This is an optimization exercise on Yosys and OpenROAD, whose aim is small area, a short achievable clock period and few clock cycles per item, not a production implementation.
In this exercise RTL edits were held to simulation tests only and were not proved equivalent to the original.

===== design/flow/design.v =====
`default_nettype none
module lut_eval (
		input  wire [22:0] k,
		input  wire [13:0] c1,
		input  wire [5:0]  c2,
		input  wire [3:0]  t,
		input  wire        mirror,
		output wire [14:0] y,
		output wire [6:0]  lo,
		output wire [14:0] delta
	);
	reg [4:0] tp;
	reg [5:0] qp;
	always @(*) begin
		case ({mirror, t})
			5'd0: begin tp = 5'd0; qp = 6'd8; end
			5'd1: begin tp = 5'd1; qp = 6'd15; end
			5'd2: begin tp = 5'd2; qp = 6'd21; end
			5'd3: begin tp = 5'd3; qp = 6'd26; end
			5'd4: begin tp = 5'd4; qp = 6'd30; end
			5'd5: begin tp = 5'd5; qp = 6'd33; end
			5'd6: begin tp = 5'd6; qp = 6'd35; end
			5'd7: begin tp = 5'd7; qp = 6'd36; end
			5'd8: begin tp = 5'd8; qp = 6'd36; end
			5'd9: begin tp = 5'd9; qp = 6'd35; end
			5'd10: begin tp = 5'd10; qp = 6'd33; end
			5'd11: begin tp = 5'd11; qp = 6'd30; end
			5'd12: begin tp = 5'd12; qp = 6'd26; end
			5'd13: begin tp = 5'd13; qp = 6'd21; end
			5'd14: begin tp = 5'd14; qp = 6'd15; end
			5'd15: begin tp = 5'd15; qp = 6'd8; end
			5'd16: begin tp = 5'd1; qp = 6'd15; end
			5'd17: begin tp = 5'd2; qp = 6'd21; end
			5'd18: begin tp = 5'd3; qp = 6'd26; end
			5'd19: begin tp = 5'd4; qp = 6'd30; end
			5'd20: begin tp = 5'd5; qp = 6'd33; end
			5'd21: begin tp = 5'd6; qp = 6'd35; end
			5'd22: begin tp = 5'd7; qp = 6'd36; end
			5'd23: begin tp = 5'd8; qp = 6'd36; end
			5'd24: begin tp = 5'd9; qp = 6'd35; end
			5'd25: begin tp = 5'd10; qp = 6'd33; end
			5'd26: begin tp = 5'd11; qp = 6'd30; end
			5'd27: begin tp = 5'd12; qp = 6'd26; end
			5'd28: begin tp = 5'd13; qp = 6'd21; end
			5'd29: begin tp = 5'd14; qp = 6'd15; end
			5'd30: begin tp = 5'd15; qp = 6'd8; end
			5'd31: begin tp = 5'd16; qp = 6'd0; end
			default: begin tp = 5'd0; qp = 6'd0; end
		endcase
	end
	wire nt_0_s = k[4] ^ (c1[4] & tp[0]);
	wire nt_0_c = k[4] & (c1[4] & tp[0]);
	wire nt_1_s = k[5] ^ (c1[5] & tp[0]) ^ (c1[4] & tp[1]);
	wire nt_1_c = (k[5] & (c1[5] & tp[0])) | (k[5] & (c1[4] & tp[1])) | ((c1[5] & tp[0]) & (c1[4] & tp[1]));
	wire nt_2_s = (c1[3] & tp[2]) ^ ((c1[2] & tp[3]) | (c1[1] & tp[4]));
	wire nt_2_c = (c1[3] & tp[2]) & ((c1[2] & tp[3]) | (c1[1] & tp[4]));
	wire nt_3_s = k[6] ^ (c1[6] & tp[0]) ^ (c1[5] & tp[1]);
	wire nt_3_c = (k[6] & (c1[6] & tp[0])) | (k[6] & (c1[5] & tp[1])) | ((c1[6] & tp[0]) & (c1[5] & tp[1]));
	wire nt_4_s = (c1[4] & tp[2]) ^ ((c1[3] & tp[3]) | (c1[2] & tp[4]));
	wire nt_4_c = (c1[4] & tp[2]) & ((c1[3] & tp[3]) | (c1[2] & tp[4]));
	wire nt_5_s = k[7] ^ (c1[7] & tp[0]) ^ (c1[6] & tp[1]);
	wire nt_5_c = (k[7] & (c1[7] & tp[0])) | (k[7] & (c1[6] & tp[1])) | ((c1[7] & tp[0]) & (c1[6] & tp[1]));
	wire nt_6_s = k[2] ^ (c1[2] & tp[0]);
	wire nt_6_c = k[2] & (c1[2] & tp[0]);
	wire nt_7_s = k[3] ^ (c1[3] & tp[0]) ^ (c1[2] & tp[1]);
	wire nt_7_c = (k[3] & (c1[3] & tp[0])) | (k[3] & (c1[2] & tp[1])) | ((c1[3] & tp[0]) & (c1[2] & tp[1]));
	wire nt_8_s = (c1[1] & tp[2]) ^ ((c1[0] & tp[3])) ^ (c2[3] & qp[0]);
	wire nt_8_c = ((c1[1] & tp[2]) & ((c1[0] & tp[3]))) | ((c1[1] & tp[2]) & (c2[3] & qp[0])) | (((c1[0] & tp[3])) & (c2[3] & qp[0]));
	wire nt_9_s = (c1[3] & tp[1]) ^ (c1[2] & tp[2]) ^ ((c1[1] & tp[3]) | (c1[0] & tp[4]));
	wire nt_9_c = ((c1[3] & tp[1]) & (c1[2] & tp[2])) | ((c1[3] & tp[1]) & ((c1[1] & tp[3]) | (c1[0] & tp[4]))) | ((c1[2] & tp[2]) & ((c1[1] & tp[3]) | (c1[0] & tp[4])));
	wire nt_10_s = (c2[4] & qp[0]) ^ (c2[3] & qp[1]) ^ (c2[2] & qp[2]);
	wire nt_10_c = ((c2[4] & qp[0]) & (c2[3] & qp[1])) | ((c2[4] & qp[0]) & (c2[2] & qp[2])) | ((c2[3] & qp[1]) & (c2[2] & qp[2]));
	wire nt_11_s = (c2[1] & qp[3]) ^ (c2[0] & qp[4]);
	wire nt_11_c = (c2[1] & qp[3]) & (c2[0] & qp[4]);
	wire nt_12_s = (c2[5] & qp[0]) ^ (c2[4] & qp[1]) ^ (c2[3] & qp[2]);
	wire nt_12_c = ((c2[5] & qp[0]) & (c2[4] & qp[1])) | ((c2[5] & qp[0]) & (c2[3] & qp[2])) | ((c2[4] & qp[1]) & (c2[3] & qp[2]));
	wire nt_13_s = (c2[2] & qp[3]) ^ (c2[1] & qp[4]) ^ (c2[0] & qp[5]);
	wire nt_13_c = ((c2[2] & qp[3]) & (c2[1] & qp[4])) | ((c2[2] & qp[3]) & (c2[0] & qp[5])) | ((c2[1] & qp[4]) & (c2[0] & qp[5]));
	wire nt_14_s = nt_0_c ^ nt_2_s ^ nt_1_s;
	wire nt_14_c = (nt_0_c & nt_2_s) | (nt_0_c & nt_1_s) | (nt_2_s & nt_1_s);
	wire nt_15_s = (c2[5] & qp[1]) ^ (c2[4] & qp[2]) ^ (c2[3] & qp[3]);
	wire nt_15_c = ((c2[5] & qp[1]) & (c2[4] & qp[2])) | ((c2[5] & qp[1]) & (c2[3] & qp[3])) | ((c2[4] & qp[2]) & (c2[3] & qp[3]));
	wire nt_16_s = (c2[2] & qp[4]) ^ (c2[1] & qp[5]) ^ nt_2_c;
	wire nt_16_c = ((c2[2] & qp[4]) & (c2[1] & qp[5])) | ((c2[2] & qp[4]) & nt_2_c) | ((c2[1] & qp[5]) & nt_2_c);
	wire nt_17_s = nt_4_s ^ nt_1_c ^ nt_3_s;
	wire nt_17_c = (nt_4_s & nt_1_c) | (nt_4_s & nt_3_s) | (nt_1_c & nt_3_s);
	wire nt_18_s = (c1[5] & tp[2]) ^ ((c1[4] & tp[3]) | (c1[3] & tp[4])) ^ (c2[5] & qp[2]);
	wire nt_18_c = ((c1[5] & tp[2]) & ((c1[4] & tp[3]) | (c1[3] & tp[4]))) | ((c1[5] & tp[2]) & (c2[5] & qp[2])) | (((c1[4] & tp[3]) | (c1[3] & tp[4])) & (c2[5] & qp[2]));
	wire nt_19_s = (c2[4] & qp[3]) ^ (c2[3] & qp[4]) ^ (c2[2] & qp[5]);
	wire nt_19_c = ((c2[4] & qp[3]) & (c2[3] & qp[4])) | ((c2[4] & qp[3]) & (c2[2] & qp[5])) | ((c2[3] & qp[4]) & (c2[2] & qp[5]));
	wire nt_20_s = nt_4_c ^ nt_3_c ^ nt_5_s;
	wire nt_20_c = (nt_4_c & nt_3_c) | (nt_4_c & nt_5_s) | (nt_3_c & nt_5_s);
	wire nt_21_s = k[8] ^ (c1[8] & tp[0]) ^ (c1[7] & tp[1]);
	wire nt_21_c = (k[8] & (c1[8] & tp[0])) | (k[8] & (c1[7] & tp[1])) | ((c1[8] & tp[0]) & (c1[7] & tp[1]));
	wire nt_22_s = (c1[6] & tp[2]) ^ ((c1[5] & tp[3]) | (c1[4] & tp[4])) ^ (c2[5] & qp[3]);
	wire nt_22_c = ((c1[6] & tp[2]) & ((c1[5] & tp[3]) | (c1[4] & tp[4]))) | ((c1[6] & tp[2]) & (c2[5] & qp[3])) | (((c1[5] & tp[3]) | (c1[4] & tp[4])) & (c2[5] & qp[3]));
	wire nt_23_s = (c2[4] & qp[4]) ^ (c2[3] & qp[5]) ^ nt_5_c;
	wire nt_23_c = ((c2[4] & qp[4]) & (c2[3] & qp[5])) | ((c2[4] & qp[4]) & nt_5_c) | ((c2[3] & qp[5]) & nt_5_c);
	wire nt_24_s = k[9] ^ (c1[9] & tp[0]) ^ (c1[8] & tp[1]);
	wire nt_24_c = (k[9] & (c1[9] & tp[0])) | (k[9] & (c1[8] & tp[1])) | ((c1[9] & tp[0]) & (c1[8] & tp[1]));
	wire nt_25_s = (c1[7] & tp[2]) ^ ((c1[6] & tp[3]) | (c1[5] & tp[4])) ^ (c2[5] & qp[4]);
	wire nt_25_c = ((c1[7] & tp[2]) & ((c1[6] & tp[3]) | (c1[5] & tp[4]))) | ((c1[7] & tp[2]) & (c2[5] & qp[4])) | (((c1[6] & tp[3]) | (c1[5] & tp[4])) & (c2[5] & qp[4]));
	wire nt_26_s = k[10] ^ (c1[10] & tp[0]) ^ (c1[9] & tp[1]);
	wire nt_26_c = (k[10] & (c1[10] & tp[0])) | (k[10] & (c1[9] & tp[1])) | ((c1[10] & tp[0]) & (c1[9] & tp[1]));
	wire nt_27_s = k[1] ^ (c1[1] & tp[0]);
	wire nt_27_c = k[1] & (c1[1] & tp[0]);
	wire nt_28_s = (c1[1] & tp[1]) ^ (c1[0] & tp[2]) ^ (c2[2] & qp[0]);
	wire nt_28_c = ((c1[1] & tp[1]) & (c1[0] & tp[2])) | ((c1[1] & tp[1]) & (c2[2] & qp[0])) | ((c1[0] & tp[2]) & (c2[2] & qp[0]));
	wire nt_29_s = (c2[1] & qp[1]) ^ (c2[0] & qp[2]);
	wire nt_29_c = (c2[1] & qp[1]) & (c2[0] & qp[2]);
	wire nt_30_s = (c2[2] & qp[1]) ^ (c2[1] & qp[2]) ^ (c2[0] & qp[3]);
	wire nt_30_c = ((c2[2] & qp[1]) & (c2[1] & qp[2])) | ((c2[2] & qp[1]) & (c2[0] & qp[3])) | ((c2[1] & qp[2]) & (c2[0] & qp[3]));
	wire nt_31_s = nt_6_c ^ nt_7_s ^ nt_8_s;
	wire nt_31_c = (nt_6_c & nt_7_s) | (nt_6_c & nt_8_s) | (nt_7_s & nt_8_s);
	wire nt_32_s = nt_11_s ^ nt_0_s ^ nt_7_c;
	wire nt_32_c = (nt_11_s & nt_0_s) | (nt_11_s & nt_7_c) | (nt_0_s & nt_7_c);
	wire nt_33_s = nt_8_c ^ nt_9_s ^ nt_10_s;
	wire nt_33_c = (nt_8_c & nt_9_s) | (nt_8_c & nt_10_s) | (nt_9_s & nt_10_s);
	wire nt_34_s = nt_11_c ^ nt_9_c ^ nt_10_c;
	wire nt_34_c = (nt_11_c & nt_9_c) | (nt_11_c & nt_10_c) | (nt_9_c & nt_10_c);
	wire nt_35_s = nt_12_s ^ nt_13_s ^ nt_14_s;
	wire nt_35_c = (nt_12_s & nt_13_s) | (nt_12_s & nt_14_s) | (nt_13_s & nt_14_s);
	wire nt_36_s = nt_12_c ^ nt_13_c ^ nt_15_s;
	wire nt_36_c = (nt_12_c & nt_13_c) | (nt_12_c & nt_15_s) | (nt_13_c & nt_15_s);
	wire nt_37_s = nt_16_s ^ nt_14_c ^ nt_17_s;
	wire nt_37_c = (nt_16_s & nt_14_c) | (nt_16_s & nt_17_s) | (nt_14_c & nt_17_s);
	wire nt_38_s = nt_15_c ^ nt_18_s ^ nt_19_s;
	wire nt_38_c = (nt_15_c & nt_18_s) | (nt_15_c & nt_19_s) | (nt_18_s & nt_19_s);
	wire nt_39_s = nt_16_c ^ nt_17_c ^ nt_20_s;
	wire nt_39_c = (nt_16_c & nt_17_c) | (nt_16_c & nt_20_s) | (nt_17_c & nt_20_s);
	wire nt_40_s = nt_18_c ^ nt_19_c ^ nt_21_s;
	wire nt_40_c = (nt_18_c & nt_19_c) | (nt_18_c & nt_21_s) | (nt_19_c & nt_21_s);
	wire nt_41_s = nt_22_s ^ nt_20_c ^ nt_23_s;
	wire nt_41_c = (nt_22_s & nt_20_c) | (nt_22_s & nt_23_s) | (nt_20_c & nt_23_s);
	wire nt_42_s = (c2[4] & qp[5]) ^ nt_21_c ^ nt_22_c;
	wire nt_42_c = ((c2[4] & qp[5]) & nt_21_c) | ((c2[4] & qp[5]) & nt_22_c) | (nt_21_c & nt_22_c);
	wire nt_43_s = nt_24_s ^ nt_25_s ^ nt_23_c;
	wire nt_43_c = (nt_24_s & nt_25_s) | (nt_24_s & nt_23_c) | (nt_25_s & nt_23_c);
	wire nt_44_s = (c1[8] & tp[2]) ^ ((c1[7] & tp[3]) | (c1[6] & tp[4])) ^ (c2[5] & qp[5]);
	wire nt_44_c = ((c1[8] & tp[2]) & ((c1[7] & tp[3]) | (c1[6] & tp[4]))) | ((c1[8] & tp[2]) & (c2[5] & qp[5])) | (((c1[7] & tp[3]) | (c1[6] & tp[4])) & (c2[5] & qp[5]));
	wire nt_45_s = nt_24_c ^ nt_25_c ^ nt_26_s;
	wire nt_45_c = (nt_24_c & nt_25_c) | (nt_24_c & nt_26_s) | (nt_25_c & nt_26_s);
	wire nt_46_s = k[11] ^ (c1[11] & tp[0]) ^ (c1[10] & tp[1]);
	wire nt_46_c = (k[11] & (c1[11] & tp[0])) | (k[11] & (c1[10] & tp[1])) | ((c1[11] & tp[0]) & (c1[10] & tp[1]));
	wire nt_47_s = (c1[9] & tp[2]) ^ ((c1[8] & tp[3]) | (c1[7] & tp[4])) ^ nt_26_c;
	wire nt_47_c = ((c1[9] & tp[2]) & ((c1[8] & tp[3]) | (c1[7] & tp[4]))) | ((c1[9] & tp[2]) & nt_26_c) | (((c1[8] & tp[3]) | (c1[7] & tp[4])) & nt_26_c);
	wire nt_48_s = k[12] ^ (c1[12] & tp[0]) ^ (c1[11] & tp[1]);
	wire nt_48_c = (k[12] & (c1[12] & tp[0])) | (k[12] & (c1[11] & tp[1])) | ((c1[12] & tp[0]) & (c1[11] & tp[1]));
	wire nt_49_s = (c1[10] & tp[2]) ^ ((c1[9] & tp[3]) | (c1[8] & tp[4]));
	wire nt_49_c = (c1[10] & tp[2]) & ((c1[9] & tp[3]) | (c1[8] & tp[4]));
	wire nt_50_s = k[13] ^ (c1[13] & tp[0]) ^ (c1[12] & tp[1]);
	wire nt_50_c = (k[13] & (c1[13] & tp[0])) | (k[13] & (c1[12] & tp[1])) | ((c1[13] & tp[0]) & (c1[12] & tp[1]));
	wire nt_51_s = (c1[11] & tp[2]) ^ ((c1[10] & tp[3]) | (c1[9] & tp[4]));
	wire nt_51_c = (c1[11] & tp[2]) & ((c1[10] & tp[3]) | (c1[9] & tp[4]));
	wire nt_52_s = k[14] ^ (c1[13] & tp[1]) ^ (c1[12] & tp[2]);
	wire nt_52_c = (k[14] & (c1[13] & tp[1])) | (k[14] & (c1[12] & tp[2])) | ((c1[13] & tp[1]) & (c1[12] & tp[2]));
	wire nt_53_s = (c1[0] & tp[1]) ^ (c2[1] & qp[0]);
	wire nt_53_c = (c1[0] & tp[1]) & (c2[1] & qp[0]);
	wire nt_54_s = nt_27_c ^ nt_29_s ^ nt_6_s;
	wire nt_54_c = (nt_27_c & nt_29_s) | (nt_27_c & nt_6_s) | (nt_29_s & nt_6_s);
	wire nt_55_s = nt_29_c ^ nt_28_c ^ nt_30_s;
	wire nt_55_c = (nt_29_c & nt_28_c) | (nt_29_c & nt_30_s) | (nt_28_c & nt_30_s);
	wire nt_56_s = nt_30_c ^ nt_31_c ^ nt_32_s;
	wire nt_56_c = (nt_30_c & nt_31_c) | (nt_30_c & nt_32_s) | (nt_31_c & nt_32_s);
	wire nt_57_s = nt_32_c ^ nt_33_c ^ nt_34_s;
	wire nt_57_c = (nt_32_c & nt_33_c) | (nt_32_c & nt_34_s) | (nt_33_c & nt_34_s);
	wire nt_58_s = nt_34_c ^ nt_36_s ^ nt_35_c;
	wire nt_58_c = (nt_34_c & nt_36_s) | (nt_34_c & nt_35_c) | (nt_36_s & nt_35_c);
	wire nt_59_s = nt_36_c ^ nt_38_s ^ nt_37_c;
	wire nt_59_c = (nt_36_c & nt_38_s) | (nt_36_c & nt_37_c) | (nt_38_s & nt_37_c);
	wire nt_60_s = nt_38_c ^ nt_40_s ^ nt_39_c;
	wire nt_60_c = (nt_38_c & nt_40_s) | (nt_38_c & nt_39_c) | (nt_40_s & nt_39_c);
	wire nt_61_s = nt_40_c ^ nt_42_s ^ nt_41_c;
	wire nt_61_c = (nt_40_c & nt_42_s) | (nt_40_c & nt_41_c) | (nt_42_s & nt_41_c);
	wire nt_62_s = nt_44_s ^ nt_42_c ^ nt_45_s;
	wire nt_62_c = (nt_44_s & nt_42_c) | (nt_44_s & nt_45_s) | (nt_42_c & nt_45_s);
	wire nt_63_s = nt_44_c ^ nt_46_s ^ nt_45_c;
	wire nt_63_c = (nt_44_c & nt_46_s) | (nt_44_c & nt_45_c) | (nt_46_s & nt_45_c);
	wire nt_64_s = nt_49_s ^ nt_46_c ^ nt_48_s;
	wire nt_64_c = (nt_49_s & nt_46_c) | (nt_49_s & nt_48_s) | (nt_46_c & nt_48_s);
	wire nt_65_s = nt_49_c ^ nt_51_s ^ nt_48_c;
	wire nt_65_c = (nt_49_c & nt_51_s) | (nt_49_c & nt_48_c) | (nt_51_s & nt_48_c);
	wire nt_66_s = ((c1[11] & tp[3]) | (c1[10] & tp[4])) ^ nt_51_c ^ nt_50_c;
	wire nt_66_c = (((c1[11] & tp[3]) | (c1[10] & tp[4])) & nt_51_c) | (((c1[11] & tp[3]) | (c1[10] & tp[4])) & nt_50_c) | (nt_51_c & nt_50_c);
	wire nt_67_s = k[15] ^ (c1[13] & tp[2]) ^ ((c1[12] & tp[3]) | (c1[11] & tp[4]));
	wire nt_67_c = (k[15] & (c1[13] & tp[2])) | (k[15] & ((c1[12] & tp[3]) | (c1[11] & tp[4]))) | ((c1[13] & tp[2]) & ((c1[12] & tp[3]) | (c1[11] & tp[4])));
	wire nt_68_s = k[0] ^ (c1[0] & tp[0]);
	wire nt_68_c = k[0] & (c1[0] & tp[0]);
	wire nt_69_s = (c2[0] & qp[1]) ^ nt_53_s ^ nt_27_s;
	wire nt_69_c = ((c2[0] & qp[1]) & nt_53_s) | ((c2[0] & qp[1]) & nt_27_s) | (nt_53_s & nt_27_s);
	wire nt_70_s = nt_53_c ^ nt_28_s ^ nt_54_s;
	wire nt_70_c = (nt_53_c & nt_28_s) | (nt_53_c & nt_54_s) | (nt_28_s & nt_54_s);
	wire nt_71_s = nt_54_c ^ nt_55_s ^ nt_31_s;
	wire nt_71_c = (nt_54_c & nt_55_s) | (nt_54_c & nt_31_s) | (nt_55_s & nt_31_s);
	wire nt_72_s = nt_55_c ^ nt_33_s ^ nt_56_s;
	wire nt_72_c = (nt_55_c & nt_33_s) | (nt_55_c & nt_56_s) | (nt_33_s & nt_56_s);
	wire nt_73_s = nt_56_c ^ nt_57_s ^ nt_35_s;
	wire nt_73_c = (nt_56_c & nt_57_s) | (nt_56_c & nt_35_s) | (nt_57_s & nt_35_s);
	wire nt_74_s = nt_57_c ^ nt_37_s ^ nt_58_s;
	wire nt_74_c = (nt_57_c & nt_37_s) | (nt_57_c & nt_58_s) | (nt_37_s & nt_58_s);
	wire nt_75_s = nt_39_s ^ nt_58_c ^ nt_59_s;
	wire nt_75_c = (nt_39_s & nt_58_c) | (nt_39_s & nt_59_s) | (nt_58_c & nt_59_s);
	wire nt_76_s = nt_41_s ^ nt_59_c ^ nt_60_s;
	wire nt_76_c = (nt_41_s & nt_59_c) | (nt_41_s & nt_60_s) | (nt_59_c & nt_60_s);
	wire nt_77_s = nt_43_s ^ nt_60_c ^ nt_61_s;
	wire nt_77_c = (nt_43_s & nt_60_c) | (nt_43_s & nt_61_s) | (nt_60_c & nt_61_s);
	wire nt_78_s = nt_62_s ^ nt_43_c ^ nt_61_c;
	wire nt_78_c = (nt_62_s & nt_43_c) | (nt_62_s & nt_61_c) | (nt_43_c & nt_61_c);
	wire nt_79_s = nt_47_s ^ nt_62_c ^ nt_63_s;
	wire nt_79_c = (nt_47_s & nt_62_c) | (nt_47_s & nt_63_s) | (nt_62_c & nt_63_s);
	wire nt_80_s = nt_64_s ^ nt_47_c ^ nt_63_c;
	wire nt_80_c = (nt_64_s & nt_47_c) | (nt_64_s & nt_63_c) | (nt_47_c & nt_63_c);
	wire nt_81_s = nt_50_s ^ nt_64_c ^ nt_65_s;
	wire nt_81_c = (nt_50_s & nt_64_c) | (nt_50_s & nt_65_s) | (nt_64_c & nt_65_s);
	wire nt_82_s = nt_52_s ^ nt_65_c ^ nt_66_s;
	wire nt_82_c = (nt_52_s & nt_65_c) | (nt_52_s & nt_66_s) | (nt_65_c & nt_66_s);
	wire nt_83_s = nt_67_s ^ nt_52_c ^ nt_66_c;
	wire nt_83_c = (nt_67_s & nt_52_c) | (nt_67_s & nt_66_c) | (nt_52_c & nt_66_c);
	wire nt_84_s = k[16] ^ ((c1[13] & tp[3]) | (c1[12] & tp[4])) ^ nt_67_c;
	wire nt_84_c = (k[16] & ((c1[13] & tp[3]) | (c1[12] & tp[4]))) | (k[16] & nt_67_c) | (((c1[13] & tp[3]) | (c1[12] & tp[4])) & nt_67_c);
	wire nt_85_s = k[17] ^ ((c1[13] & tp[4]));
	wire nt_85_c = k[17] & ((c1[13] & tp[4]));
	wire [22:0] nt_a = {k[22], k[21], k[20], k[19], nt_85_c, nt_84_c, nt_83_c, nt_82_c, nt_81_c, nt_80_c, nt_79_c, nt_78_c, nt_77_c, nt_76_c, nt_75_c, nt_74_c, nt_73_c, nt_72_c, nt_71_c, nt_70_c, nt_69_c, nt_68_c, nt_68_s};
	wire [22:0] nt_b = {1'b0, 1'b0, 1'b0, 1'b0, k[18], nt_85_s, nt_84_s, nt_83_s, nt_82_s, nt_81_s, nt_80_s, nt_79_s, nt_78_s, nt_77_s, nt_76_s, nt_75_s, nt_74_s, nt_73_s, nt_72_s, nt_71_s, nt_70_s, nt_69_s, (c2[0] & qp[0])};
	wire [22:0] n = nt_a + nt_b;
	assign y  = n[21:7];
	assign lo = n[6:0];
	wire dt_0_s = t[3] ^ c1[3] ^ (c2[3] & ~t[0]);
	wire dt_0_c = (t[3] & c1[3]) | (t[3] & (c2[3] & ~t[0])) | (c1[3] & (c2[3] & ~t[0]));
	wire dt_1_s = c1[4] ^ (c2[4] & ~t[0]) ^ (c2[3] & ~t[1]);
	wire dt_1_c = (c1[4] & (c2[4] & ~t[0])) | (c1[4] & (c2[3] & ~t[1])) | ((c2[4] & ~t[0]) & (c2[3] & ~t[1]));
	wire dt_2_s = c1[5] ^ (c2[5] & ~t[0]) ^ (c2[4] & ~t[1]);
	wire dt_2_c = (c1[5] & (c2[5] & ~t[0])) | (c1[5] & (c2[4] & ~t[1])) | ((c2[5] & ~t[0]) & (c2[4] & ~t[1]));
	wire dt_3_s = c1[6] ^ (c2[5] & ~t[1]);
	wire dt_3_c = c1[6] & (c2[5] & ~t[1]);
	wire dt_4_s = c1[2] ^ (c2[2] & ~t[0]);
	wire dt_4_c = c1[2] & (c2[2] & ~t[0]);
	wire dt_5_s = (c2[2] & ~t[1]) ^ (c2[1] & ~t[2]) ^ (~c2[0] & t[3]);
	wire dt_5_c = ((c2[2] & ~t[1]) & (c2[1] & ~t[2])) | ((c2[2] & ~t[1]) & (~c2[0] & t[3])) | ((c2[1] & ~t[2]) & (~c2[0] & t[3]));
	wire dt_6_s = (c2[2] & ~t[2]) ^ (~c2[1] & t[3]) ^ dt_0_c;
	wire dt_6_c = ((c2[2] & ~t[2]) & (~c2[1] & t[3])) | ((c2[2] & ~t[2]) & dt_0_c) | ((~c2[1] & t[3]) & dt_0_c);
	wire dt_7_s = (c2[3] & ~t[2]) ^ (~c2[2] & t[3]) ^ dt_1_c;
	wire dt_7_c = ((c2[3] & ~t[2]) & (~c2[2] & t[3])) | ((c2[3] & ~t[2]) & dt_1_c) | ((~c2[2] & t[3]) & dt_1_c);
	wire dt_8_s = (c2[4] & ~t[2]) ^ (~c2[3] & t[3]) ^ dt_3_s;
	wire dt_8_c = ((c2[4] & ~t[2]) & (~c2[3] & t[3])) | ((c2[4] & ~t[2]) & dt_3_s) | ((~c2[3] & t[3]) & dt_3_s);
	wire dt_9_s = c1[7] ^ (c2[5] & ~t[2]) ^ (~c2[4] & t[3]);
	wire dt_9_c = (c1[7] & (c2[5] & ~t[2])) | (c1[7] & (~c2[4] & t[3])) | ((c2[5] & ~t[2]) & (~c2[4] & t[3]));
	wire dt_10_s = c1[1] ^ (c2[1] & ~t[0]);
	wire dt_10_c = c1[1] & (c2[1] & ~t[0]);
	wire dt_11_s = (c2[1] & ~t[1]) ^ (c2[0] & ~t[2]) ^ dt_4_s;
	wire dt_11_c = ((c2[1] & ~t[1]) & (c2[0] & ~t[2])) | ((c2[1] & ~t[1]) & dt_4_s) | ((c2[0] & ~t[2]) & dt_4_s);
	wire dt_12_s = dt_4_c ^ dt_5_s ^ dt_0_s;
	wire dt_12_c = (dt_4_c & dt_5_s) | (dt_4_c & dt_0_s) | (dt_5_s & dt_0_s);
	wire dt_13_s = dt_5_c ^ dt_1_s ^ dt_6_s;
	wire dt_13_c = (dt_5_c & dt_1_s) | (dt_5_c & dt_6_s) | (dt_1_s & dt_6_s);
	wire dt_14_s = dt_2_s ^ dt_6_c ^ dt_7_s;
	wire dt_14_c = (dt_2_s & dt_6_c) | (dt_2_s & dt_7_s) | (dt_6_c & dt_7_s);
	wire dt_15_s = dt_2_c ^ dt_8_s ^ dt_7_c;
	wire dt_15_c = (dt_2_c & dt_8_s) | (dt_2_c & dt_7_c) | (dt_8_s & dt_7_c);
	wire dt_16_s = dt_3_c ^ dt_9_s ^ dt_8_c;
	wire dt_16_c = (dt_3_c & dt_9_s) | (dt_3_c & dt_8_c) | (dt_9_s & dt_8_c);
	wire dt_17_s = c1[8] ^ (~c2[5] & t[3]) ^ dt_9_c;
	wire dt_17_c = (c1[8] & (~c2[5] & t[3])) | (c1[8] & dt_9_c) | ((~c2[5] & t[3]) & dt_9_c);
	wire dt_18_s = t[3] ^ c1[9];
	wire dt_18_c = t[3] & c1[9];
	wire dt_19_s = t[3] ^ c1[10];
	wire dt_19_c = t[3] & c1[10];
	wire dt_20_s = t[3] ^ c1[11];
	wire dt_20_c = t[3] & c1[11];
	wire dt_21_s = t[3] ^ c1[12];
	wire dt_21_c = t[3] & c1[12];
	wire dt_22_s = t[3] ^ c1[13];
	wire dt_22_c = t[3] & c1[13];
	wire [14:0] dt_a = {dt_22_c, dt_21_c, dt_20_c, dt_19_c, dt_18_c, dt_17_c, dt_16_c, dt_15_c, dt_14_c, dt_13_c, dt_12_c, dt_11_c, dt_10_c, dt_10_s, c1[0]};
	wire [14:0] dt_b = {t[3], dt_22_s, dt_21_s, dt_20_s, dt_19_s, dt_18_s, dt_17_s, dt_16_s, dt_15_s, dt_14_s, dt_13_s, dt_12_s, dt_11_s, (c2[0] & ~t[1]), (c2[0] & ~t[0])};
	assign delta = dt_a + dt_b;
endmodule
module lut_interp (
		input  wire [14:0] y,
		input  wire [6:0]  lo,
		input  wire [14:0] delta,
		input  wire [3:0]  frac,
		input  wire        mirror,
		input  wire        neg,
		output wire [15:0] interpolated
	);
	wire dneg = mirror ^ neg;
	wire [14:0] dsum = delta + {8'd0, lo ^ {7{mirror}}};
	wire [7:0] d = dsum[14:7];
	wire ee = dneg & frac[3] & d[0];
	wire [15:0] cc = mirror ? (neg ? 16'hff12 : 16'hff13) : (neg ? 16'hffff : 16'h0000);
	wire gt_0_s = y[0] ^ cc[0];
	wire gt_0_c = y[0] & cc[0];
	wire gt_1_s = y[1] ^ cc[1];
	wire gt_1_c = y[1] & cc[1];
	wire gt_2_s = y[2] ^ cc[2];
	wire gt_2_c = y[2] & cc[2];
	wire gt_3_s = y[3] ^ cc[3];
	wire gt_3_c = y[3] & cc[3];
	wire gt_4_s = gt_0_s ^ ((frac[3] & d[1]) ^ mirror) ^ ((frac[2] & d[2]) ^ mirror);
	wire gt_4_c = (gt_0_s & ((frac[3] & d[1]) ^ mirror)) | (gt_0_s & ((frac[2] & d[2]) ^ mirror)) | (((frac[3] & d[1]) ^ mirror) & ((frac[2] & d[2]) ^ mirror));
	wire gt_5_s = gt_0_c ^ gt_1_s ^ ((frac[3] & d[2]) ^ mirror);
	wire gt_5_c = (gt_0_c & gt_1_s) | (gt_0_c & ((frac[3] & d[2]) ^ mirror)) | (gt_1_s & ((frac[3] & d[2]) ^ mirror));
	wire gt_6_s = ((frac[2] & d[3]) ^ mirror) ^ ((frac[1] & d[4]) ^ mirror);
	wire gt_6_c = ((frac[2] & d[3]) ^ mirror) & ((frac[1] & d[4]) ^ mirror);
	wire gt_7_s = gt_1_c ^ gt_2_s ^ ((frac[3] & d[3]) ^ mirror);
	wire gt_7_c = (gt_1_c & gt_2_s) | (gt_1_c & ((frac[3] & d[3]) ^ mirror)) | (gt_2_s & ((frac[3] & d[3]) ^ mirror));
	wire gt_8_s = ((frac[2] & d[4]) ^ mirror) ^ ((frac[1] & d[5]) ^ mirror) ^ ((frac[0] & d[6]) ^ mirror);
	wire gt_8_c = (((frac[2] & d[4]) ^ mirror) & ((frac[1] & d[5]) ^ mirror)) | (((frac[2] & d[4]) ^ mirror) & ((frac[0] & d[6]) ^ mirror)) | (((frac[1] & d[5]) ^ mirror) & ((frac[0] & d[6]) ^ mirror));
	wire gt_9_s = gt_2_c ^ gt_3_s ^ ((frac[3] & d[4]) ^ mirror);
	wire gt_9_c = (gt_2_c & gt_3_s) | (gt_2_c & ((frac[3] & d[4]) ^ mirror)) | (gt_3_s & ((frac[3] & d[4]) ^ mirror));
	wire gt_10_s = ((frac[2] & d[5]) ^ mirror) ^ ((frac[1] & d[6]) ^ mirror) ^ ((frac[0] & d[7]) ^ mirror);
	wire gt_10_c = (((frac[2] & d[5]) ^ mirror) & ((frac[1] & d[6]) ^ mirror)) | (((frac[2] & d[5]) ^ mirror) & ((frac[0] & d[7]) ^ mirror)) | (((frac[1] & d[6]) ^ mirror) & ((frac[0] & d[7]) ^ mirror));
	wire gt_11_s = y[4] ^ cc[4] ^ gt_3_c;
	wire gt_11_c = (y[4] & cc[4]) | (y[4] & gt_3_c) | (cc[4] & gt_3_c);
	wire gt_12_s = ((frac[3] & d[5]) ^ mirror) ^ ((frac[2] & d[6]) ^ mirror) ^ ((frac[1] & d[7]) ^ mirror);
	wire gt_12_c = (((frac[3] & d[5]) ^ mirror) & ((frac[2] & d[6]) ^ mirror)) | (((frac[3] & d[5]) ^ mirror) & ((frac[1] & d[7]) ^ mirror)) | (((frac[2] & d[6]) ^ mirror) & ((frac[1] & d[7]) ^ mirror));
	wire gt_13_s = y[5] ^ cc[5] ^ ((frac[3] & d[6]) ^ mirror);
	wire gt_13_c = (y[5] & cc[5]) | (y[5] & ((frac[3] & d[6]) ^ mirror)) | (cc[5] & ((frac[3] & d[6]) ^ mirror));
	wire gt_14_s = ((frac[1] & d[3]) ^ mirror) ^ ((frac[0] & d[4]) ^ mirror);
	wire gt_14_c = ((frac[1] & d[3]) ^ mirror) & ((frac[0] & d[4]) ^ mirror);
	wire gt_15_s = ((frac[0] & d[5]) ^ mirror) ^ gt_6_s ^ gt_4_c;
	wire gt_15_c = (((frac[0] & d[5]) ^ mirror) & gt_6_s) | (((frac[0] & d[5]) ^ mirror) & gt_4_c) | (gt_6_s & gt_4_c);
	wire gt_16_s = gt_6_c ^ gt_5_c ^ gt_7_s;
	wire gt_16_c = (gt_6_c & gt_5_c) | (gt_6_c & gt_7_s) | (gt_5_c & gt_7_s);
	wire gt_17_s = gt_7_c ^ gt_8_c ^ gt_9_s;
	wire gt_17_c = (gt_7_c & gt_8_c) | (gt_7_c & gt_9_s) | (gt_8_c & gt_9_s);
	wire gt_18_s = gt_11_s ^ gt_9_c ^ gt_10_c;
	wire gt_18_c = (gt_11_s & gt_9_c) | (gt_11_s & gt_10_c) | (gt_9_c & gt_10_c);
	wire gt_19_s = gt_11_c ^ ((frac[2] & d[7]) ^ mirror) ^ gt_12_c;
	wire gt_19_c = (gt_11_c & ((frac[2] & d[7]) ^ mirror)) | (gt_11_c & gt_12_c) | (((frac[2] & d[7]) ^ mirror) & gt_12_c);
	wire gt_20_s = y[6] ^ cc[6] ^ ((frac[3] & d[7]) ^ mirror);
	wire gt_20_c = (y[6] & cc[6]) | (y[6] & ((frac[3] & d[7]) ^ mirror)) | (cc[6] & ((frac[3] & d[7]) ^ mirror));
	wire gt_21_s = (ee ^ mirror) ^ gt_14_s;
	wire gt_21_c = (ee ^ mirror) & gt_14_s;
	wire gt_22_s = gt_14_c ^ gt_5_s ^ gt_15_s;
	wire gt_22_c = (gt_14_c & gt_5_s) | (gt_14_c & gt_15_s) | (gt_5_s & gt_15_s);
	wire gt_23_s = gt_8_s ^ gt_15_c ^ gt_16_s;
	wire gt_23_c = (gt_8_s & gt_15_c) | (gt_8_s & gt_16_s) | (gt_15_c & gt_16_s);
	wire gt_24_s = gt_10_s ^ gt_16_c ^ gt_17_s;
	wire gt_24_c = (gt_10_s & gt_16_c) | (gt_10_s & gt_17_s) | (gt_16_c & gt_17_s);
	wire gt_25_s = gt_12_s ^ gt_17_c ^ gt_18_s;
	wire gt_25_c = (gt_12_s & gt_17_c) | (gt_12_s & gt_18_s) | (gt_17_c & gt_18_s);
	wire gt_26_s = gt_13_s ^ gt_18_c ^ gt_19_s;
	wire gt_26_c = (gt_13_s & gt_18_c) | (gt_13_s & gt_19_s) | (gt_18_c & gt_19_s);
	wire gt_27_s = gt_20_s ^ gt_13_c ^ gt_19_c;
	wire gt_27_c = (gt_20_s & gt_13_c) | (gt_20_s & gt_19_c) | (gt_13_c & gt_19_c);
	wire gt_28_s = y[7] ^ cc[7] ^ gt_20_c;
	wire gt_28_c = (y[7] & cc[7]) | (y[7] & gt_20_c) | (cc[7] & gt_20_c);
	wire gt_29_s = y[8] ^ cc[8];
	wire gt_29_c = y[8] & cc[8];
	wire gt_30_s = y[9] ^ cc[9];
	wire gt_30_c = y[9] & cc[9];
	wire gt_31_s = y[10] ^ cc[10];
	wire gt_31_c = y[10] & cc[10];
	wire gt_32_s = y[11] ^ cc[11];
	wire gt_32_c = y[11] & cc[11];
	wire gt_33_s = y[12] ^ cc[12];
	wire gt_33_c = y[12] & cc[12];
	wire gt_34_s = y[13] ^ cc[13];
	wire gt_34_c = y[13] & cc[13];
	wire gt_35_s = y[14] ^ cc[14];
	wire gt_35_c = y[14] & cc[14];
	wire [15:0] gt_a = {gt_35_c, gt_34_c, gt_33_c, gt_32_c, gt_31_c, gt_30_c, gt_29_c, gt_28_c, gt_27_c, gt_26_c, gt_25_c, gt_24_c, gt_23_c, gt_22_c, gt_21_c, gt_21_s};
	wire [15:0] gt_b = {cc[15], gt_35_s, gt_34_s, gt_33_s, gt_32_s, gt_31_s, gt_30_s, gt_29_s, gt_28_s, gt_27_s, gt_26_s, gt_25_s, gt_24_s, gt_23_s, gt_22_s, gt_4_s};
	wire [15:0] s = gt_a + gt_b;
	assign interpolated = s ^ {16{neg}};
endmodule
`default_nettype wire
`default_nettype none
module lut_coef_rom (
		input  wire [6:0]  addr,
		output reg  [22:0] k,
		output reg  [13:0] c1,
		output reg  [5:0]  c2
	);
	always @(*) begin
		case (addr)
			7'd0: begin k = 23'h00003a; c1 = 14'd12862; c2 = 6'd2; end
			7'd1: begin k = 23'h03242b; c1 = 14'd12832; c2 = 6'd2; end
			7'd2: begin k = 23'h064627; c1 = 14'd12768; c2 = 6'd4; end
			7'd3: begin k = 23'h0963f3; c1 = 14'd12681; c2 = 6'd7; end
			7'd4: begin k = 23'h0c7c64; c1 = 14'd12558; c2 = 6'd7; end
			7'd5: begin k = 23'h0f8cf0; c1 = 14'd12406; c2 = 6'd9; end
			7'd6: begin k = 23'h129403; c1 = 14'd12219; c2 = 6'd11; end
			7'd7: begin k = 23'h158f20; c1 = 14'd12012; c2 = 6'd15; end
			7'd8: begin k = 23'h187d30; c1 = 14'd11774; c2 = 6'd17; end
			7'd9: begin k = 23'h1b5ca5; c1 = 14'd11501; c2 = 6'd17; end
			7'd10: begin k = 23'h1e2aaa; c1 = 14'd11206; c2 = 6'd20; end
			7'd11: begin k = 23'h20e67b; c1 = 14'd10879; c2 = 6'd21; end
			7'd12: begin k = 23'h238d77; c1 = 14'd10531; c2 = 6'd25; end
			7'd13: begin k = 23'h261f03; c1 = 14'd10155; c2 = 6'd25; end
			7'd14: begin k = 23'h2898d2; c1 = 14'd9758; c2 = 6'd27; end
			7'd15: begin k = 23'h2af9f5; c1 = 14'd9334; c2 = 6'd26; end
			7'd16: begin k = 23'h2d4034; c1 = 14'd8889; c2 = 6'd28; end
			7'd17: begin k = 23'h2f6aa8; c1 = 14'd8418; c2 = 6'd30; end
			7'd18: begin k = 23'h3177ae; c1 = 14'd7934; c2 = 6'd32; end
			7'd19: begin k = 23'h336681; c1 = 14'd7426; c2 = 6'd33; end
			7'd20: begin k = 23'h35357f; c1 = 14'd6899; c2 = 6'd34; end
			7'd21: begin k = 23'h36e3a2; c1 = 14'd6361; c2 = 6'd35; end
			7'd22: begin k = 23'h386ff9; c1 = 14'd5803; c2 = 6'd36; end
			7'd23: begin k = 23'h39d970; c1 = 14'd5235; c2 = 6'd37; end
			7'd24: begin k = 23'h3b1f96; c1 = 14'd4649; c2 = 6'd36; end
			7'd25: begin k = 23'h3c40dc; c1 = 14'd4053; c2 = 6'd38; end
			7'd26: begin k = 23'h3d3cea; c1 = 14'd3453; c2 = 6'd39; end
			7'd27: begin k = 23'h3e1366; c1 = 14'd2841; c2 = 6'd39; end
			7'd28: begin k = 23'h3ec375; c1 = 14'd2220; c2 = 6'd41; end
			7'd29: begin k = 23'h3f4cf5; c1 = 14'd1595; c2 = 6'd41; end
			7'd30: begin k = 23'h3fafa6; c1 = 14'd966; c2 = 6'd39; end
			7'd31: begin k = 23'h3feac0; c1 = 14'd335; c2 = 6'd40; end
			7'd32: begin k = 23'h00003a; c1 = 14'd12862; c2 = 6'd2; end
			7'd33: begin k = 23'h03242b; c1 = 14'd12832; c2 = 6'd2; end
			7'd34: begin k = 23'h064627; c1 = 14'd12768; c2 = 6'd4; end
			7'd35: begin k = 23'h0963f3; c1 = 14'd12681; c2 = 6'd7; end
			7'd36: begin k = 23'h0c7c64; c1 = 14'd12558; c2 = 6'd7; end
			7'd37: begin k = 23'h0f8cf0; c1 = 14'd12406; c2 = 6'd9; end
			7'd38: begin k = 23'h129403; c1 = 14'd12219; c2 = 6'd11; end
			7'd39: begin k = 23'h158f20; c1 = 14'd12012; c2 = 6'd15; end
			7'd40: begin k = 23'h187d30; c1 = 14'd11774; c2 = 6'd17; end
			7'd41: begin k = 23'h1b5ca5; c1 = 14'd11501; c2 = 6'd17; end
			7'd42: begin k = 23'h1e2aaa; c1 = 14'd11206; c2 = 6'd20; end
			7'd43: begin k = 23'h20e67b; c1 = 14'd10879; c2 = 6'd21; end
			7'd44: begin k = 23'h238d77; c1 = 14'd10531; c2 = 6'd25; end
			7'd45: begin k = 23'h261f03; c1 = 14'd10155; c2 = 6'd25; end
			7'd46: begin k = 23'h2898d2; c1 = 14'd9758; c2 = 6'd27; end
			7'd47: begin k = 23'h2af9f5; c1 = 14'd9334; c2 = 6'd26; end
			7'd48: begin k = 23'h2d4034; c1 = 14'd8889; c2 = 6'd28; end
			7'd49: begin k = 23'h2f6aa8; c1 = 14'd8418; c2 = 6'd30; end
			7'd50: begin k = 23'h3177ae; c1 = 14'd7934; c2 = 6'd32; end
			7'd51: begin k = 23'h336681; c1 = 14'd7426; c2 = 6'd33; end
			7'd52: begin k = 23'h35357f; c1 = 14'd6899; c2 = 6'd34; end
			7'd53: begin k = 23'h36e3a2; c1 = 14'd6361; c2 = 6'd35; end
			7'd54: begin k = 23'h386ff9; c1 = 14'd5803; c2 = 6'd36; end
			7'd55: begin k = 23'h39d970; c1 = 14'd5235; c2 = 6'd37; end
			7'd56: begin k = 23'h3b1f96; c1 = 14'd4649; c2 = 6'd36; end
			7'd57: begin k = 23'h3c40dc; c1 = 14'd4053; c2 = 6'd38; end
			7'd58: begin k = 23'h3d3cea; c1 = 14'd3453; c2 = 6'd39; end
			7'd59: begin k = 23'h3e1366; c1 = 14'd2841; c2 = 6'd39; end
			7'd60: begin k = 23'h3ec375; c1 = 14'd2220; c2 = 6'd41; end
			7'd61: begin k = 23'h3f4cf5; c1 = 14'd1595; c2 = 6'd41; end
			7'd62: begin k = 23'h3fafa6; c1 = 14'd966; c2 = 6'd39; end
			7'd63: begin k = 23'h3feac0; c1 = 14'd335; c2 = 6'd40; end
			7'd64: begin k = 23'h7ffffd; c1 = 14'd16368; c2 = 6'd4; end
			7'd65: begin k = 23'h03fe4b; c1 = 14'd16245; c2 = 6'd13; end
			7'd66: begin k = 23'h07f4ed; c1 = 14'd15998; c2 = 6'd19; end
			7'd67: begin k = 23'h0bdbb9; c1 = 14'd15633; c2 = 6'd27; end
			7'd68: begin k = 23'h0fabbb; c1 = 14'd15167; c2 = 6'd33; end
			7'd69: begin k = 23'h135e5f; c1 = 14'd14609; c2 = 6'd38; end
			7'd70: begin k = 23'h16ee0a; c1 = 14'd13971; c2 = 6'd42; end
			7'd71: begin k = 23'h1a55c7; c1 = 14'd13274; c2 = 6'd45; end
			7'd72: begin k = 23'h1d91f1; c1 = 14'd12530; c2 = 6'd47; end
			7'd73: begin k = 23'h209f8d; c1 = 14'd11764; c2 = 6'd48; end
			7'd74: begin k = 23'h237d11; c1 = 14'd10974; c2 = 6'd49; end
			7'd75: begin k = 23'h26296e; c1 = 14'd10187; c2 = 6'd49; end
			7'd76: begin k = 23'h28a49f; c1 = 14'd9416; c2 = 6'd48; end
			7'd77: begin k = 23'h2aefc0; c1 = 14'd8656; c2 = 6'd46; end
			7'd78: begin k = 23'h2d0b3a; c1 = 14'd7931; c2 = 6'd45; end
			7'd79: begin k = 23'h2ef985; c1 = 14'd7235; c2 = 6'd43; end
			7'd80: begin k = 23'h30bc95; c1 = 14'd6579; c2 = 6'd40; end
			7'd81: begin k = 23'h3256bd; c1 = 14'd5962; c2 = 6'd37; end
			7'd82: begin k = 23'h33ca50; c1 = 14'd5391; c2 = 6'd35; end
			7'd83: begin k = 23'h351a5c; c1 = 14'd4859; c2 = 6'd32; end
			7'd84: begin k = 23'h364917; c1 = 14'd4372; c2 = 6'd30; end
			7'd85: begin k = 23'h375989; c1 = 14'd3924; c2 = 6'd28; end
			7'd86: begin k = 23'h384e0c; c1 = 14'd3516; c2 = 6'd25; end
			7'd87: begin k = 23'h392913; c1 = 14'd3145; c2 = 6'd23; end
			7'd88: begin k = 23'h39ed27; c1 = 14'd2808; c2 = 6'd20; end
			7'd89: begin k = 23'h3a9c10; c1 = 14'd2505; c2 = 6'd18; end
			7'd90: begin k = 23'h3b381b; c1 = 14'd2232; c2 = 6'd16; end
			7'd91: begin k = 23'h3bc323; c1 = 14'd1985; c2 = 6'd15; end
			7'd92: begin k = 23'h3c3f05; c1 = 14'd1764; c2 = 6'd12; end
			7'd93: begin k = 23'h3cacea; c1 = 14'd1568; c2 = 6'd11; end
			7'd94: begin k = 23'h3d0e88; c1 = 14'd1393; c2 = 6'd10; end
			7'd95: begin k = 23'h3d6554; c1 = 14'd1233; c2 = 6'd9; end
			7'd96: begin k = 23'h3db21e; c1 = 14'd1095; c2 = 6'd8; end
			7'd97: begin k = 23'h3df641; c1 = 14'd970; c2 = 6'd8; end
			7'd98: begin k = 23'h3e3283; c1 = 14'd862; c2 = 6'd7; end
			7'd99: begin k = 23'h3e6832; c1 = 14'd758; c2 = 6'd7; end
			7'd100: begin k = 23'h3e97a8; c1 = 14'd675; c2 = 6'd4; end
			7'd101: begin k = 23'h3ec18f; c1 = 14'd596; c2 = 6'd4; end
			7'd102: begin k = 23'h3ee697; c1 = 14'd526; c2 = 6'd4; end
			7'd103: begin k = 23'h3f073c; c1 = 14'd467; c2 = 6'd4; end
			7'd104: begin k = 23'h3f2431; c1 = 14'd413; c2 = 6'd4; end
			7'd105: begin k = 23'h3f3e0d; c1 = 14'd364; c2 = 6'd2; end
			7'd106: begin k = 23'h3f54b1; c1 = 14'd321; c2 = 6'd2; end
			7'd107: begin k = 23'h3f688c; c1 = 14'd284; c2 = 6'd3; end
			7'd108: begin k = 23'h3f7a26; c1 = 14'd253; c2 = 6'd2; end
			7'd109: begin k = 23'h3f89a9; c1 = 14'd225; c2 = 6'd3; end
			7'd110: begin k = 23'h3f97a6; c1 = 14'd197; c2 = 6'd2; end
			7'd111: begin k = 23'h3fa3d0; c1 = 14'd174; c2 = 6'd2; end
			7'd112: begin k = 23'h3fae8b; c1 = 14'd154; c2 = 6'd2; end
			7'd113: begin k = 23'h3fb81b; c1 = 14'd138; c2 = 6'd1; end
			7'd114: begin k = 23'h3fc089; c1 = 14'd121; c2 = 6'd1; end
			7'd115: begin k = 23'h3fc7fb; c1 = 14'd105; c2 = 6'd1; end
			7'd116: begin k = 23'h3fce73; c1 = 14'd91; c2 = 6'd2; end
			7'd117: begin k = 23'h3fd45d; c1 = 14'd82; c2 = 6'd0; end
			7'd118: begin k = 23'h3fd964; c1 = 14'd71; c2 = 6'd1; end
			7'd119: begin k = 23'h3fddc1; c1 = 14'd65; c2 = 6'd1; end
			7'd120: begin k = 23'h3fe1cd; c1 = 14'd56; c2 = 6'd1; end
			7'd121: begin k = 23'h3fe558; c1 = 14'd48; c2 = 6'd1; end
			7'd122: begin k = 23'h3fe868; c1 = 14'd45; c2 = 6'd1; end
			7'd123: begin k = 23'h3feb20; c1 = 14'd39; c2 = 6'd1; end
			7'd124: begin k = 23'h3fed9c; c1 = 14'd35; c2 = 6'd0; end
			7'd125: begin k = 23'h3fefc7; c1 = 14'd30; c2 = 6'd0; end
			7'd126: begin k = 23'h3ff191; c1 = 14'd29; c2 = 6'd0; end
			7'd127: begin k = 23'h3ff31f; c1 = 14'd26; c2 = 6'd1; end
			default: begin k = 23'h0; c1 = 14'd0; c2 = 6'd0; end
		endcase
	end
endmodule
`default_nettype wire
`default_nettype none
module lut_master #(parameter data_width = 16) (
		input wire clk,
		input wire reset,
		input wire req,
		input wire [8 - 1 : 0] lut_handle,
		input wire [data_width - 1 : 0] req_arg,
		output wire [data_width - 1 : 0] data_out,
		output reg valid,
		output reg invalid_request
	);
	wire handle_ok = (lut_handle[8 - 1 : 1] == 0);
	wire is_tanh   = lut_handle[0];
	always @(posedge clk) begin
		if (reset) begin
			invalid_request <= 0;
			valid <= 0;
		end
		else begin
			if (req && !handle_ok)
				invalid_request <= 1;
			valid <= req && handle_ok && !invalid_request;
		end
	end
	wire       mirror = is_tanh ? req_arg[15] : req_arg[13];
	wire       neg    = is_tanh ? req_arg[15] : req_arg[14];
	wire [9:0] pair_a = (is_tanh ? req_arg[14:5] : {1'b0, req_arg[12:4]}) ^ {10{mirror}};
	wire [3:0] frac   = is_tanh ? req_arg[4:1] : req_arg[3:0];
	wire [22:0] k;
	wire [13:0] c1;
	wire [5:0]  c2;
	wire [14:0] y;
	wire [6:0]  lo;
	wire [14:0] delta;
	lut_coef_rom coef (.addr({is_tanh, pair_a[9:4]}), .k(k), .c1(c1), .c2(c2));
	lut_eval eval (
		.k(k), .c1(c1), .c2(c2),
		.t(pair_a[3:0]),
		.mirror(mirror),
		.y(y), .lo(lo), .delta(delta)
	);
	reg [14:0] y_r;
	reg [6:0]  lo_r;
	reg [14:0] delta_r;
	reg [3:0]  frac_r;
	reg        mirror_r;
	reg        neg_r;
	always @(posedge clk) begin
		y_r      <= y;
		lo_r     <= lo;
		delta_r  <= delta;
		frac_r   <= frac;
		mirror_r <= mirror;
		neg_r    <= neg;
	end
	lut_interp interp (
		.y(y_r), .lo(lo_r), .delta(delta_r),
		.frac(frac_r),
		.mirror(mirror_r),
		.neg(neg_r),
		.interpolated(data_out)
	);
endmodule
`default_nettype wire

===== design/flow/run.sh =====
#!/bin/bash
# synth_recipe.tcl (not shown) runs the flow's synth.tcl, then flattens the netlist and writes it again
# the make line also repeats each setting of config.mk as NAME=value (left out here)
make -C /OpenROAD-flow-scripts/flow DESIGN_CONFIG=/design/flow/config.mk WORK_HOME=/design/flow/orfs CLKGATE_MAP_FILE= SYNTH_SCRIPT=/design/flow/synth_recipe.tcl finish

===== design/flow/config.mk =====
export PLATFORM = sky130hd
export DESIGN_NAME = lut_master
export DESIGN_NICKNAME = lut_master
export VERILOG_FILES = /design/flow/design.v
export SDC_FILE = /design/flow/constraint.sdc
export NUM_CORES = 4
export LEC_CHECK = 0
export ABC_AREA = 1
export CAP_MARGIN = 20
export CORE_MARGIN = 2
export CORE_UTILIZATION = 45
export PLACE_DENSITY = 0.6
export SLEW_MARGIN = 20
export SYNTH_MEMORY_MAX_BITS = 70000

===== design/flow/constraint.sdc =====
create_clock -name core_clock -period 8.0 [get_ports {clk}]
set_input_delay 1.6000 -clock core_clock [delete_from_list [all_inputs] [get_ports {clk}]]
set_output_delay 1.6000 -clock core_clock [all_outputs]
set_load 0.01 [all_outputs]

==> flow_summary.yaml <==
critical_path:
  required_ns: 8.18
  end_kind: "register"
  critPathMaxStageDelay_ns: 0.50
  worst_r2r_path_depth: 3
  start_kind: "input pin"
  crit_fanout: 7
  crit_arrival_ns: 7.92
  critPathKind: "input pin to register"
  critPathSlowestCell: "clkdlybuf4s50_1"
layout:
  area_growth_pct: 20.9
  antennaDiodeCount: 0
  drive_above_1_share: 0.153
  final_cells: 2564
  final_area_um2: 15300
  n_fill_cell: 2714
  finalNetCount: 2437
clocking:
  h-tree-depth: 2
  clockRootBuffer: "clkbuf_16"
  cts_buffers: 5
  clkTransAtPathRegs_ns: 0.07
  clk_latency_ns: 0.29
  cts_tree: "done"
  clockBufferDepth: 2
  postCtsHoldBufs: 0
  clock_sinks: 45
sta:
  max-slew-margin-rel: 0.341
  min_period_over_period: 0.967
  skew_ns: 0.000141
  max_freq_mhz: 129
  setup_violations: 0
  hold_viol_final: 0
  slew_viol_final: 0
  worst_slew_pin_slew_ns: 0.978
  whs_ns: 0.476
  finalCriticalPeriod_ns: 7.74
hold_path:
  hold_path.class: "register to register"
  whs_path_depth: 2
routing:
  routed_wirelength_mm: 62.2
  wl_per_cell_um: 24.3
  ant_nets: 0
  drc: 0
  vias_per_cell: 5.83
  drt_iter0_drc: 1451
  firstDrtPassIters: 6
  via_count: 14945
synthesis:
  synth-edff-count: 0
  seq_area_frac_synth: 0.0713
  synth_most_common_cell: "nand2_1"
  synth_area_leaders: "fa_1, nand2_1, ha_1"
  synthArstFlopShare: 0
  yosysTopAreaCell: "fa_1"
  yosysTopAreaCellShare: 0.181
  ys_ff_latch: 45
  syn_area_um2: 12600
  yosys_warnings: 3
  synthDistinctLibCells: 52
  synth-main-ff-cell: "dfxtp_1"
  synth_nets: 2224
  yosys-top-cells-count: "nand2_1, inv_1, nand3_1"
  synth_cells: 1972
  avgSynthCellArea_um2: 6.41
die:
  die_x_um: 172
  rows: 61
  dieArea_um2: 29500
  coreArea_um2: 27700
  num_io_pins: 45
  initial_utilization: 0.456
  fp.dieH_um: 172
global_route:
  grtUsageTotal: 0.429
  overflow: 0
  grt_max_degree: 36
  grt_pass1_vias: 15327
  antenna_found_initial: 0
  grt_pass1_wl_mm: 92.2
place:
  gp_congestion: 1.16
  hpwl_mm: 51.2
  place_area_um2: 15000
  port-buffer-count: 44
  dpl.cell_count: 2554
outcome:
  outcome: "finished clean"
run:
  drv_cap: 0
[repair_timing]
item | 4_1_cts | 5_1_grt
setup buffers | 0 | 2
setup endpoints to repair | 0 | 20
resized for setup | 0 | 35
[final timing paths]
path | start | to | slack [ns]
worst max-delay path | req_arg[13] | y_r[10]$_DFF_P_ | 0.26
worst min-delay path | invalid_request$_SDFFE_PP0P_ | invalid_request$_SDFFE_PP0P_ | 0.48
worst max register to register | invalid_request$_SDFFE_PP0P_ | valid$_SDFF_PP0_ | 7.32
worst min register to register | invalid_request$_SDFFE_PP0P_ | invalid_request$_SDFFE_PP0P_ | 0.48
[critical path: cells and delay by family]
| kind | cells | cell delay [ns] |
|---|---|---|
| simple gates | 13 | 1.51 |
| buf+inv | 9 | 1.47 |
| fa+ha+maj | 7 | 2.74 |
| compound gates | 3 | 0.47 |
| xor+xnor | 1 | 0.12 |
[flip-flops by register name, summed over array words and instances (netlist names)]
signal / count
delta_r: 15
y_r: 15
lo_r: 7
frac_r: 4
invalid_request: 1
mirror_r: 1
neg_r: 1
valid: 1
[layout make-up]
class	count	area [um2]	share of cell area
Clock buffer	6	139	0.00909
Tap cell	378	473	0.0309
Timing Repair Buffer	274	2310	0.151
Clock inverter	2	13.8	0.000900
Inverter	272	1020	0.0668
Multi-Input combinational cell	1587	10400	0.682
Sequential cell	45	902	0.0590
[cells by family (layout without fill, tap and decap cells)]
family                   after synthesis  count (layout)  synth area share
adder cells (fa/ha/maj)              225             225             0.290
AND/OR/NAND/NOR                      971             971             0.327
buffers and inverters                340             554             0.111
AO/OA/AOI/OAI                        303             303             0.138
flip-flops                            45              45            0.0713
XOR/XNOR                              88              88            0.0616
[placed cells by master (no fill, tap or decap), types with 4 or more instances in the layout]
master / synthesis / routed
ha_1: 111 / 108
o21ai_0: 88 / 84
inv_2: 21 / 23
nand4_1: 12 / 12
a31oi_1: 18 / 18
a21o_1: 9 / 9
inv_1: 251 / 249
fa_1: 114 / 114
o21ai_1: 18 / 22
nand3_2: 2 / 5
o22ai_1: 6 / 6
or2_2: 5 / 5
nor3_1: 10 / 9
o21ai_2: 4 / 4
nand2_2: 17 / 24
a21oi_2: 2 / 5
clkdlybuf4s50_1: 0 / 43
buf_12: 0 / 12
buf_4: 14 / 218
a21boi_0: 6 / 4
clkbuf_16: 0 / 5
a21oi_1: 102 / 99
xor2_1: 62 / 62
dfxtp_1: 45 / 44
nor2_1: 155 / 148
nand3_1: 224 / 220
o211ai_1: 28 / 28
o21a_1: 4 / 4
xnor2_1: 25 / 25
o21bai_1: 5 / 5
nand2_1: 522 / 515
nor2_2: 6 / 12
nor2_4: 3 / 4
nand3b_1: 4 / 4
[per-stage QoR]
stage,TNS [ns],util,worst slack (ns)
2_1_floorplan,0,-,0.886
3_3_place_gp,-0.0797,0.542,-0.0571
3_5_place_dp,-0.466,0.542,-0.126
4_1_cts,0,0.548,0.140
5_1_grt,-0.00256,0.552,-0.00256
6_report,0,0.552,0.262
[layer usage]
layer	up-vias	wire length [um]	track usage
met5	-	0	0
met4	0	6370	0.361
met3	316	4990	0.0702
met2	877	28700	0.731
met1	6947	22100	0.466
li1	6805	-	-
Testbench counts, summed over its fixed seeds: cycles 12,008, items 12,000.

what the ideal ports hide:
No port has a modelled driver above. Below, the same layout with a new extraction and two added sets of constraints. Step 1 (the two cells are an assumption about what drives the block):
set clk [get_ports {clk}]
set_driving_cell -lib_cell sky130_fd_sc_hd__clkbuf_16 $clk
set_driving_cell -lib_cell sky130_fd_sc_hd__buf_2 [delete_from_list [all_inputs] $clk]
Step 2 adds t to the input delays and takes it off the output delays; t is the mean of the earliest and latest rising clock arrival at the registers after step 1. Input paths then give back, and output paths get back, about the clock's delay inside the block. Three values: ideal ports, drivers, drivers and shift; two values: the first two.
t, ns: 0.331
slack for setup (ns): 0.262 / 0.280 / -0.050
latest minus earliest clock arrival (ns): 0.011 / 0.011
With both steps, setup timing fails in this run, where it was met with ideal ports. For this run, drivers alone change the setup slack by +0.018 ns; drivers and shift together by -0.312 ns.
